What follows belongs to an exercise in optimizing a design on an open flow for small area, a short achievable clock period and few clock cycles; a production flow would make more cautious choices.
Function was not checked in any run shown here: the RTL went through the layout flow alone.

===== flow/config.mk =====
export PLATFORM = sky130hd
export DESIGN_NAME = rsa_encrypt
export DESIGN_NICKNAME = rsa_encrypt
export VERILOG_FILES = /design/flow/design.v
export SDC_FILE = /design/flow/constraint.sdc
export NUM_CORES = 4
export LEC_CHECK = 0
export CAP_MARGIN = 20
export CORE_MARGIN = 2
export CORE_UTILIZATION = 40
export PLACE_DENSITY = 0.6
export SETUP_SLACK_MARGIN = 1.5
export SLEW_MARGIN = 20

===== flow/flow/run.sh =====
#!/bin/bash
# The standard layout, with the port buffers made from the smallest buffer
# cell instead of the delay cell buffer_ports picks by default.
set -euo pipefail
export BUFFER_PORTS_ARGS="-buffer_cell sky130_fd_sc_hd__buf_1"
bash standard.sh > standard_flow.log 2>&1

===== flow/constraint.sdc =====
create_clock -name core_clock -period 5.0 [get_ports {clk}]
set_input_delay 1.0000 -clock core_clock [delete_from_list [all_inputs] [get_ports {clk}]]
set_output_delay 1.0000 -clock core_clock [all_outputs]
set_load 0.01 [all_outputs]

===== flow/design.v =====
module rsa_encrypt(input clk, reset_n, compute,
                   input [31:0] M, e, n,
                   output logic [31:0] C,
                   output logic encrypt_done);
  logic        busy, first, init, keep, trv, mul, yb, ec;
  logic        a2, a1, ax;    
  logic        wy, wn;        
  logic [4:0]  i;             
  logic [3:0]  j;             
  logic [15:0] acc, X;
  logic [16:0] Xm1;           
  logic [17:0] Xm2;           
  function automatic [1:0] lod4(input [3:0] v);
    lod4 = v[3] ? 2'd3 : v[2] ? 2'd2 : v[1] ? 2'd1 : 2'd0;
  endfunction
  function automatic [3:0] msb16(input [15:0] v);
    logic [3:0] nz;
    logic [1:0] hi;
    for (int k = 0; k < 4; k++) nz[k] = |v[4*k +: 4];
    hi = lod4(nz);
    msb16 = {hi, lod4(v[4*hi +: 4])};
  endfunction
  function automatic [4:0] msb32(input [31:0] v);
    logic [7:0] nz;
    logic [1:0] hi;
    logic [1:0] lo;
    logic [3:0] q;
    for (int k = 0; k < 8; k++) nz[k] = |v[4*k +: 4];
    hi = lod4({|nz[7:6], |nz[5:4], |nz[3:2], |nz[1:0]});
    lo = nz[2*hi+1] ? 2'd1 : 2'd0;
    q = v[4*(2*hi+lo) +: 4];
    msb32 = {hi, lo[0], lod4(q)};
  endfunction
  function automatic below16(input [15:0] v);
    below16 = 1'b0;
    for (int k = 0; k < 15; k++) if (v[k+1]) below16 = v[k];
  endfunction
  wire [18:0] xa = ({19{a2}} & {2'b0, acc, 1'b0}) | ({19{a1}} & {3'b0, acc})
                 | ({19{ax}} & {3'b0, X});
  wire [18:0] w0 = {19{wy}} & {3'b0, X};
  wire [18:0] w1 = ({19{wy}} & {{2{Xm1[16]}}, Xm1}) | ({19{wn}} & ~{3'b0, n[15:0]});
  wire [18:0] w2 = ({19{wy}} & {Xm2[17], Xm2}) | ({19{wn}} & ~{2'b0, n[15:0], 1'b0});
  wire [18:0] t0 = xa + w0;
  wire [19:0] u1 = {xa, 1'b1} + {w1, wn};    
  wire [19:0] u2 = {xa, 1'b1} + {w2, wn};
  wire [18:0] t1 = u1[19:1];    
  wire [18:0] t2 = u2[19:1];    
  wire [15:0] acc_n = !t2[18] ? t2[15:0] : (!t1[18] ? t1[15:0] : t0[15:0]);
  wire [15:0] Yf  = mul ? M[15:0] : (init ? X : acc);    
  wire [15:0] Y   = mul ? M[15:0] : X;                   
  wire y01  = Yf[15:1] == 15'd0;          
  wire fin  = !first && j == 4'd0;
  wire more = !mul && ec;                 
  wire adv  = fin && !more;               
  wire triv = (e[31:1] == 31'd0) || (M[15:1] == 15'd0);    
  logic busy_n, done_n, first_n, init_n, keep_n, mul_n, yb_n;
  logic [3:0] j_n;
  logic [4:0] i_n;
  always_comb begin
    busy_n = busy; done_n = encrypt_done;
    first_n = first; init_n = init; keep_n = keep; mul_n = mul;
    yb_n = yb; j_n = j; i_n = i;
    if (busy) begin
      if ((first && init && trv) || (adv && i == 5'd0)) begin
        busy_n = 1'b0;
        done_n = 1'b1;
      end
      if (first) begin
        first_n = 1'b0;
        init_n = 1'b0;
        keep_n = y01;
        j_n = y01 ? 4'd0 : msb16({1'b0, Yf[15:1]});
        yb_n = below16(Yf);
      end else begin
        j_n = j - 4'd1;
        yb_n = Y[j - 4'd1];
        keep_n = 1'b0;
      end
      if (fin) begin
        first_n = 1'b1;
        mul_n = more;
        if (adv) i_n = i - 5'd1;
      end
    end else begin
      if (encrypt_done) begin
        if (!compute) done_n = 1'b0;
      end else if (compute) busy_n = 1'b1;
      first_n = 1'b1;
      init_n = 1'b1;
      keep_n = 1'b0;
      mul_n = 1'b0;
      i_n = msb32({1'b0, e[31:1]});
    end
  end
  always_ff @(posedge clk, negedge reset_n) begin
    if (!reset_n) begin
      busy <= 1'b0;
      encrypt_done <= 1'b0;
    end else begin
      busy <= busy_n;
      encrypt_done <= done_n;
    end
  end
  wire stp = busy_n && !first_n && !keep_n;    
  always_ff @(posedge clk) begin
    acc <= acc_n;
    ec <= e[i];
    first <= first_n; init <= init_n; keep <= keep_n; mul <= mul_n;
    yb <= yb_n; j <= j_n; i <= i_n;
    a2 <= stp;
    a1 <= !stp && !(busy_n && first_n && init_n);
    ax <= busy_n && first_n && init_n;
    wy <= stp && yb_n;
    wn <= busy_n && !(stp && yb_n);
    if (busy && first) begin
      if (!init) X <= acc;
      Xm1 <= t1[16:0];
      Xm2 <= t2[17:0];
    end
    if (!busy) begin
      X <= M[15:0];
      trv <= triv;
    end
  end
  assign C = {16'd0, acc};
endmodule

===== flow/standard.sh =====
#!/bin/bash
# synth_recipe.tcl (not shown) runs the flow's synth.tcl, then flattens the netlist and writes it again
# the make line also repeats each setting of config.mk as NAME=value (left out here)
make -C /OpenROAD-flow-scripts/flow DESIGN_CONFIG=/design/flow/config.mk WORK_HOME=/design/flow/orfs CLKGATE_MAP_FILE= SYNTH_SCRIPT=/design/flow/synth_recipe.tcl "${@:-finish}"

==> flow_metrics.py, run 1 <==
metrics = {
    "timing": {
        "slew_headroom": 0.448,
        "finClkSkew_ns": 0.0107,
        "fin_crit_ns": 3.37,
        "finalSetupViolCount": 0,
        "fmax_ghz": 0.297,
        "fin_crit_sh": 0.674,
        "hold_violations": 0,
        "final_max_slew_viol_count": 0,
        "grt_setup_unrepaired": "yes",
        "fin_setup_tns_ns": 0,
        "worstMarginPinSlew_ns": 0.827,
    },
    "global_routing": {
        "grt_pass1_wl_um": 33600,
        "antenna_found_initial": 0,
        "grt_pass1_vias": 6465,
        "grt_usage": 0.197,
        "grt_max_degree": 37,
        "overflow": 0,
    },
    "routing": {
        "drt_iter0_drc": 567,
        "vias": 6721,
        "drtPass1Iterations": 8,
        "viasPerCell": 5.52,
        "wl_um": 21000,
        "detail_route.wl_per_cell_um": 17.3,
        "drc_errors": 0,
        "ant_nets": 0,
    },
    "cts": {
        "cts_tree": "built",
        "ctsHoldBuffers": 0,
        "h-tree-depth": 3,
        "clock-sinks": 88,
        "clk_path_buf_depth": 2,
        "clk_pin_slew_ns": 0.06,
        "clkLatencyLatePin_ns": 0.36,
        "numCtsBuffers": 9,
        "cts-root-buf": "clkbuf_16",
    },
    "worst_setup_path": {
        "timing.critical_path.buf_inv": 1,
        "crit_path_start_kind": "flip-flop",
        "arrival_ns": 3.61,
        "critPathTopFamily": "compound AO/OA/AOI/OAI gates",
        "required_ns": 5.24,
        "cp_max_fo": 16,
        "crit_slowest_cell": "dfxtp_2",
        "path_class": "flip-flop to flip-flop",
        "slowest_delay_ns": 0.41,
        "cp_common_cell": "a21o_1",
        "cp-end-kind": "flip-flop",
        "crit_chain": "a222oi_1 -> inv_1 -> ha_1 -> a21o_1 -> a21o_1 -> a31o_2 -> a21oi_1 -> o31ai_4 -> xnor2_4 -> mux2_1 -> mux2_2",
    },
    "synthesis": {
        "synth-main-ff-cell": "edfxtp_1",
        "synth-seq-area-share": 0.298,
        "synthDominantCellAreaShare": 0.229,
        "yosysUniqueCellTypes": 83,
        "synth_area_leaders": "edfxtp_1 23%, ha_1 8.5%, dfxtp_1 6.3%",
        "syn_inst": 874,
        "synth_warnings": 1,
        "synthArstFlopShare": 0.0227,
        "synth_largest_area_cell": "edfxtp_1",
        "avgSynthCellArea_um2": 9.13,
        "syn_area_mm2": 0.00798,
        "synth-edff-count": 61,
        "synth_seq_cells": 88,
    },
    "status": {
        "status": "timing/DRC/antenna clean",
    },
    "finish": {
        "final_nets": 1102,
        "antenna_cells": 0,
        "drive_above_1_share": 0.108,
        "syn_to_final_growth_pct": 11.4,
        "final_util": 0.455,
        "fillers": 1962,
    },
    "min_path": {
        "worstHoldPathType": "primary input to async pin",
    },
    "floorplan": {
        "die_h_um": 145,
        "core_region_area_mm2": 0.0195,
        "die_x_um": 145,
        "floorplan.initialDensity": 0.409,
        "die-area_mm2": 0.0211,
        "rows": 51,
        "pin_count": 132,
    },
    "flow_run": {
        "drv_cap": 0,
    },
    "place": {
        "hpwl_um": 16000,
        "port_buffers": 83,
        "gp_congestion": 0.909,
    },
}
-- worst paths after layout --
kind,from,end,slack [ns],depth (start not counted)
max reg2reg,a1,acc[12],1.63,11
min reg2reg,mul,mul,0.51,2
min in group core_clock,mul,mul,0.51,2
max in group asynchronous,reset_n,busy,4.45,1
min,reset_n,encrypt_done,0.42,1
max,a1,acc[12],1.63,11
-- per-stage QoR --
| stage | std cells | instance area [µm²] | hold WS [ns] | worst slack (ns) |
|---|---|---|---|---|
| 6_report | 1217 | 8890 | 0.423 | 1.63 |
| 5_1_grt | 1217 | 8890 | 0.415 | 1.45 |
| 4_1_cts | 1215 | 8820 | 0.416 | 1.51 |
| 3_5_place_dp | 1198 | 8470 | 0.491 | 1.13 |
| 3_3_place_gp | 1198 | 8470 | 0.481 | 1.18 |
| 2_1_floorplan | 889 | 8040 | 0.510 | 1.60 |
-- cell families (layout without fill, tap and decap cells) --
family	after synthesis	in the layout	share of synthesized area
muxes	80	80	0.141
DFF	88	88	0.298
buffers and inverters	85	148	0.0534
other	1	16	0.000470
xor gates and xnor gates	48	48	0.0550
and+or+nand+nor	323	323	0.197
adders and majority gates	56	56	0.0897
AOI/OAI and AO/OA	193	193	0.165
-- synthesized netlist by cell type (all sizes together) (4+ instances only) --
library cell   n
clkbuf        20
a222oi        15
xor2          20
a21o          16
inv           37
nor4          12
nor2b          8
o31a           5
nor3b          6
nand2b        22
o21a           8
nand3         12
nor3          14
dfxtp         25
ha            54
and2          24
nand4          7
o21ai         30
nor2          95
a21boi         4
buf           28
o31ai          4
mux2          29
mux4          21
a31oi          9
a21oi         61
mux2i         30
a211o          4
a211oi         6
or3            5
xnor2         28
nand2         97
edfxtp        61
a31o           4
and3           5
-- flip-flops by register name, summed over array words and instances, names as in the netlist --
name,flops
Xm2,18
Xm1,17
X,16
acc,16
i,5
j,4
a1,1
a2,1
ax,1
busy,1
ec,1
encrypt_done,1
first,1
init,1
mul,1
trv,1
wn,1
wy,1
-- what timing repair did --
item                                   in CTS  in global routing
endpoints found under the hold margin       0                  0
setup endpoints to repair                  18                 19
buffers inserted                            1                  1
gates resized for setup                     3                 14
pin swaps                                   1                  2
cloned                                      0                  1
-- placed cells by master (no fill, tap or decap), types with 4 or more instances in the layout --
master	n
a211oi_1	6
a21boi_0	4
a21o_1	16
a21oi_1	58
a222oi_1	15
a31o_2	4
a31oi_1	9
and2_1	22
and3_1	5
buf_1	83
buf_4	10
clkbuf_16	9
conb_1	16
dfxtp_1	21
edfxtp_1	61
ha_1	53
inv_1	37
mux2_1	5
mux2_2	22
mux2i_1	29
mux4_2	18
nand2_1	96
nand2b_1	22
nand3_1	12
nand4_1	7
nor2_1	95
nor2b_1	8
nor3_1	14
nor3b_1	5
nor4_1	9
o21a_1	8
o21ai_0	26
o21ai_1	4
o31a_1	5
or3_1	4
xnor2_1	27
xor2_1	20
-- area by class of cell --
type	instances	area (µm²)	share of cell area
multi-input combinational	716	5290	0.595
sequential	88	2390	0.269
timing repair buffer	95	409	0.0460
tap	265	332	0.0373
clock buffer	10	229	0.0257
inverter	37	139	0.0156
clock inverter	6	108	0.0121
-- metal layers --
metal,vias to the layer above,GRT usage,wire length [µm]
met5,-,0,0
met4,0,0.0510,312
met2,193,0.315,9520
met1,3156,0.278,10100
li1,3349,-,-
met3,23,0.0330,1020
==> run 2, diff against run 1 <==
--- a/flow/config.mk
+++ b/flow/config.mk
@@ -8,6 +8,7 @@
 export CAP_MARGIN = 20
 export CORE_MARGIN = 2
 export CORE_UTILIZATION = 40
+export CTS_BUF_LIST = sky130_fd_sc_hd__clkbuf_8
 export PLACE_DENSITY = 0.6
-export SETUP_SLACK_MARGIN = 1.5
+export SETUP_SLACK_MARGIN = 2.5
 export SLEW_MARGIN = 20
==> run 2 against run 1 <==
Still clean. Via count is 8.7% higher. Die area did not move. Fmax is 7.1% higher. Clock-buffer cell count down 1. Worst hold slack lost 0.029 ns. Critical path depth is 3 higher. Global-route usage grew 2.2 points. Register-to-register slack gained 0.22 ns. Critical endpoint is now acc[2]. Largest cell class unchanged.
==> flow_metrics.py, run 2 <==
metrics = {
    "timing": {
        "fin_crit_sh": 0.629,
        "fin_setup_tns_ns": 0,
        "grt_setup_unrepaired": "yes",
        "slew_headroom": 0.446,
        "worstMarginPinSlew_ns": 0.831,
        "final_max_slew_viol_count": 0,
        "hold_violations": 0,
        "finalSetupViolCount": 0,
        "fmax_ghz": 0.318,
        "finClkSkew_ns": 0.0156,
        "fin_crit_ns": 3.15,
    },
    "finish": {
        "syn_to_final_growth_pct": 37.7,
        "reg.largest.list": "Xm2 x18, Xm1 x17",
        "final_nets": 1207,
        "largest_reg_flops": 18,
        "drive_above_1_share": 0.335,
        "top_register": "Xm2",
        "antenna_cells": 0,
        "most-common-layout-cells": "92 x nand2_1, 92 x nor2_1, 78 x buf_1",
        "fillers": 1704,
        "fin_area_mm2": 0.0110,
    },
    "synthesis": {
        "synth-seq-area-share": 0.298,
        "avgSynthCellArea_um2": 9.13,
        "synth_seq_cells": 88,
        "synth-edff-count": 61,
        "synthArstFlopShare": 0.0227,
        "yosysUniqueCellTypes": 83,
        "synth_area_leaders": "edfxtp_1 23%, ha_1 8.5%, dfxtp_1 6.3%",
        "synth-main-ff-cell": "edfxtp_1",
        "syn_area_mm2": 0.00798,
        "synth_largest_area_cell": "edfxtp_1",
        "syn_inst": 874,
        "synth_warnings": 1,
        "yosysMostFrequentCell": "nand2_1",
        "synthDominantCellAreaShare": 0.229,
        "synthTopCellsByCount": "96 x nand2_1, 95 x nor2_1, 61 x edfxtp_1",
    },
    "worst_setup_path": {
        "arrival_ns": 3.41,
        "slowest_delay_ns": 0.38,
        "crit_path_start_kind": "flip-flop",
        "cp_max_fo": 8,
        "crit_chain": "buf_6 -> a222oi_1 -> inv_2 -> buf_4 -> ha_4 -> nand3_2 -> o22ai_2 -> a211o_2 -> nand2_4 -> o31ai_4 -> xnor2_4 -> buf_12 -> mux2_4 -> mux2_4",
        "cp_common_cell": "mux2_4",
        "cp-end-kind": "flip-flop",
        "path_class": "flip-flop to flip-flop",
        "critPathTopFamily": "compound AO/OA/AOI/OAI gates",
        "crit_slowest_cell": "dfxtp_4",
        "timing.critical_path.buf_inv": 4,
        "required_ns": 5.26,
    },
    "cts": {
        "cts-root-buf": "clkbuf_8",
        "clk_pin_slew_ns": 0.09,
        "clk_path_buf_depth": 2,
        "ctsHoldBuffers": 0,
        "numCtsBuffers": 9,
        "h-tree-depth": 3,
        "clkLatencyLatePin_ns": 0.38,
        "cts_tree": "built",
        "clock-sinks": 88,
    },
    "routing": {
        "drt_iter0_drc": 572,
        "ant_nets": 0,
        "wl_um": 24500,
        "viasPerCell": 5.53,
        "vias": 7306,
        "detail_route.wl_per_cell_um": 18.6,
        "drc_errors": 0,
        "drtPass1Iterations": 7,
    },
    "floorplan": {
        "pin_count": 132,
        "floorplan.initialDensity": 0.409,
        "die_h_um": 145,
        "rows": 51,
        "die_x_um": 145,
        "core_region_area_mm2": 0.0195,
        "die-area_mm2": 0.0211,
    },
    "global_routing": {
        "overflow": 0,
        "grt_pass1_wl_um": 37000,
        "grt_pass1_vias": 6999,
        "grt_max_degree": 52,
        "grt_usage": 0.219,
        "antenna_found_initial": 0,
    },
    "min_path": {
        "worstHoldPathType": "primary input to async pin",
    },
    "place": {
        "dpl-instance-area_mm2": 0.00877,
        "hpwl_um": 16100,
        "port_buffers": 83,
        "gp_congestion": 0.866,
    },
    "flow_run": {
        "drv_cap": 0,
    },
    "status": {
        "status": "timing/DRC/antenna clean",
    },
}
-- run 2: per-layer routing --
metal	part of all wire	up-vias	track usage	wire length, µm
li1	-	3561	-	-
met2	0.48	205	0.371	11800
met3	0.050	18	0.0308	1220
met5	0	-	0	0
met4	0.013	0	0.0480	311
met1	0.46	3522	0.298	11200
-- run 2: cell families (layout without fill, tap and decap cells) --
group | after synthesis | count (layout) | synth area share
AOI/OAI and AO/OA | 193 | 193 | 0.165
and+or+nand+nor | 323 | 323 | 0.197
adders and majority gates | 56 | 56 | 0.0897
buffers and inverters | 85 | 253 | 0.0534
muxes | 80 | 80 | 0.141
xor gates and xnor gates | 48 | 48 | 0.0550
DFF | 88 | 88 | 0.298
other | 1 | 16 | 0.000470
-- run 2: final timing paths --
kind,to,from,slack [ns],cells past startpoint
worst min register to register,mul,mul,0.53,2
max in group asynchronous,encrypt_done,reset_n,4.47,1
worst max-delay path,acc[2],a1,1.85,14
min in group core_clock,mul,mul,0.53,2
worst min-delay path,busy,reset_n,0.39,1
worst max register to register,acc[2],a1,1.85,14
-- run 2: area by class of cell --
type / instances / area, µm² / share of cell area
multi-input combinational: 716 / 6480 / 0.589
inverter: 37 / 139 / 0.0126
tap: 265 / 332 / 0.0302
clock buffer: 9 / 124 / 0.0113
timing repair buffer: 200 / 1440 / 0.131
clock inverter: 7 / 81.3 / 0.00740
sequential: 88 / 2400 / 0.218
-- run 2: worst register-to-register path: cells and delay by family, from the launching register on --
| kind | cells | cell delay (ns) |
|---|---|---|
| adders and majority gates | 1 | 0.27 |
| and+or+nand+nor | 2 | 0.13 |
| DFF | 1 | 0.38 |
| AOI/OAI and AO/OA | 4 | 1.00 |
| xor gates and xnor gates | 1 | 0.16 |
| buffers and inverters | 4 | 0.55 |
| muxes | 2 | 0.57 |
-- run 2: timing repair --
item,4_1_cts,5_1_grt
gates resized for setup,125,99
setup buffers,67,42
setup endpoints to repair,52,49
cloned,2,1
pin swaps,65,55
-- run 2: stage by stage --
stage | setup slack, ns | util | cells | hold WS, ns
after floorplan | 1.75 | - | 889 | 0.510
after global placement | 1.17 | 0.449 | 1194 | 0.484
after detailed placement | 1.19 | 0.449 | 1194 | 0.492
after CTS | 1.88 | 0.521 | 1279 | 0.377
after global routing | 1.74 | 0.563 | 1322 | 0.385
final | 1.85 | 0.563 | 1322 | 0.393

==> port drivers added, routing unchanged <==
The results above use ideal ports. As a check the final layouts listed here were re-extracted and re-timed, cells and wires unchanged. Step 1, drivers: a clkbuf_16 drives clk and a buf_2 each remaining input, both assumed. Step 2 times the ports against the registers' clock, not the clock port: input delays grow and output delays shrink by t, the midpoint of the rising clock arrivals with the driver on. Three values: no drivers, after step 1, after step 2; two values: the first two.
| run | t, ns | slack for setup (ns) | latest minus earliest clock arrival (ns) | worst data-port slew with drivers (ns) |
|---|---|---|---|---|
| run 1 | 0.398 | 1.630 / 1.630 / 1.305 | 0.011 / 0.011 | 0.04 |
| run 2 | 0.413 | 1.853 / 1.853 / 1.540 | 0.015 / 0.016 | 0.04 |
After both steps setup and hold are still met in every run listed. The setup slack of run 1, which loses most, moves by 0.000 ns with the drivers and by -0.325 ns with both steps.
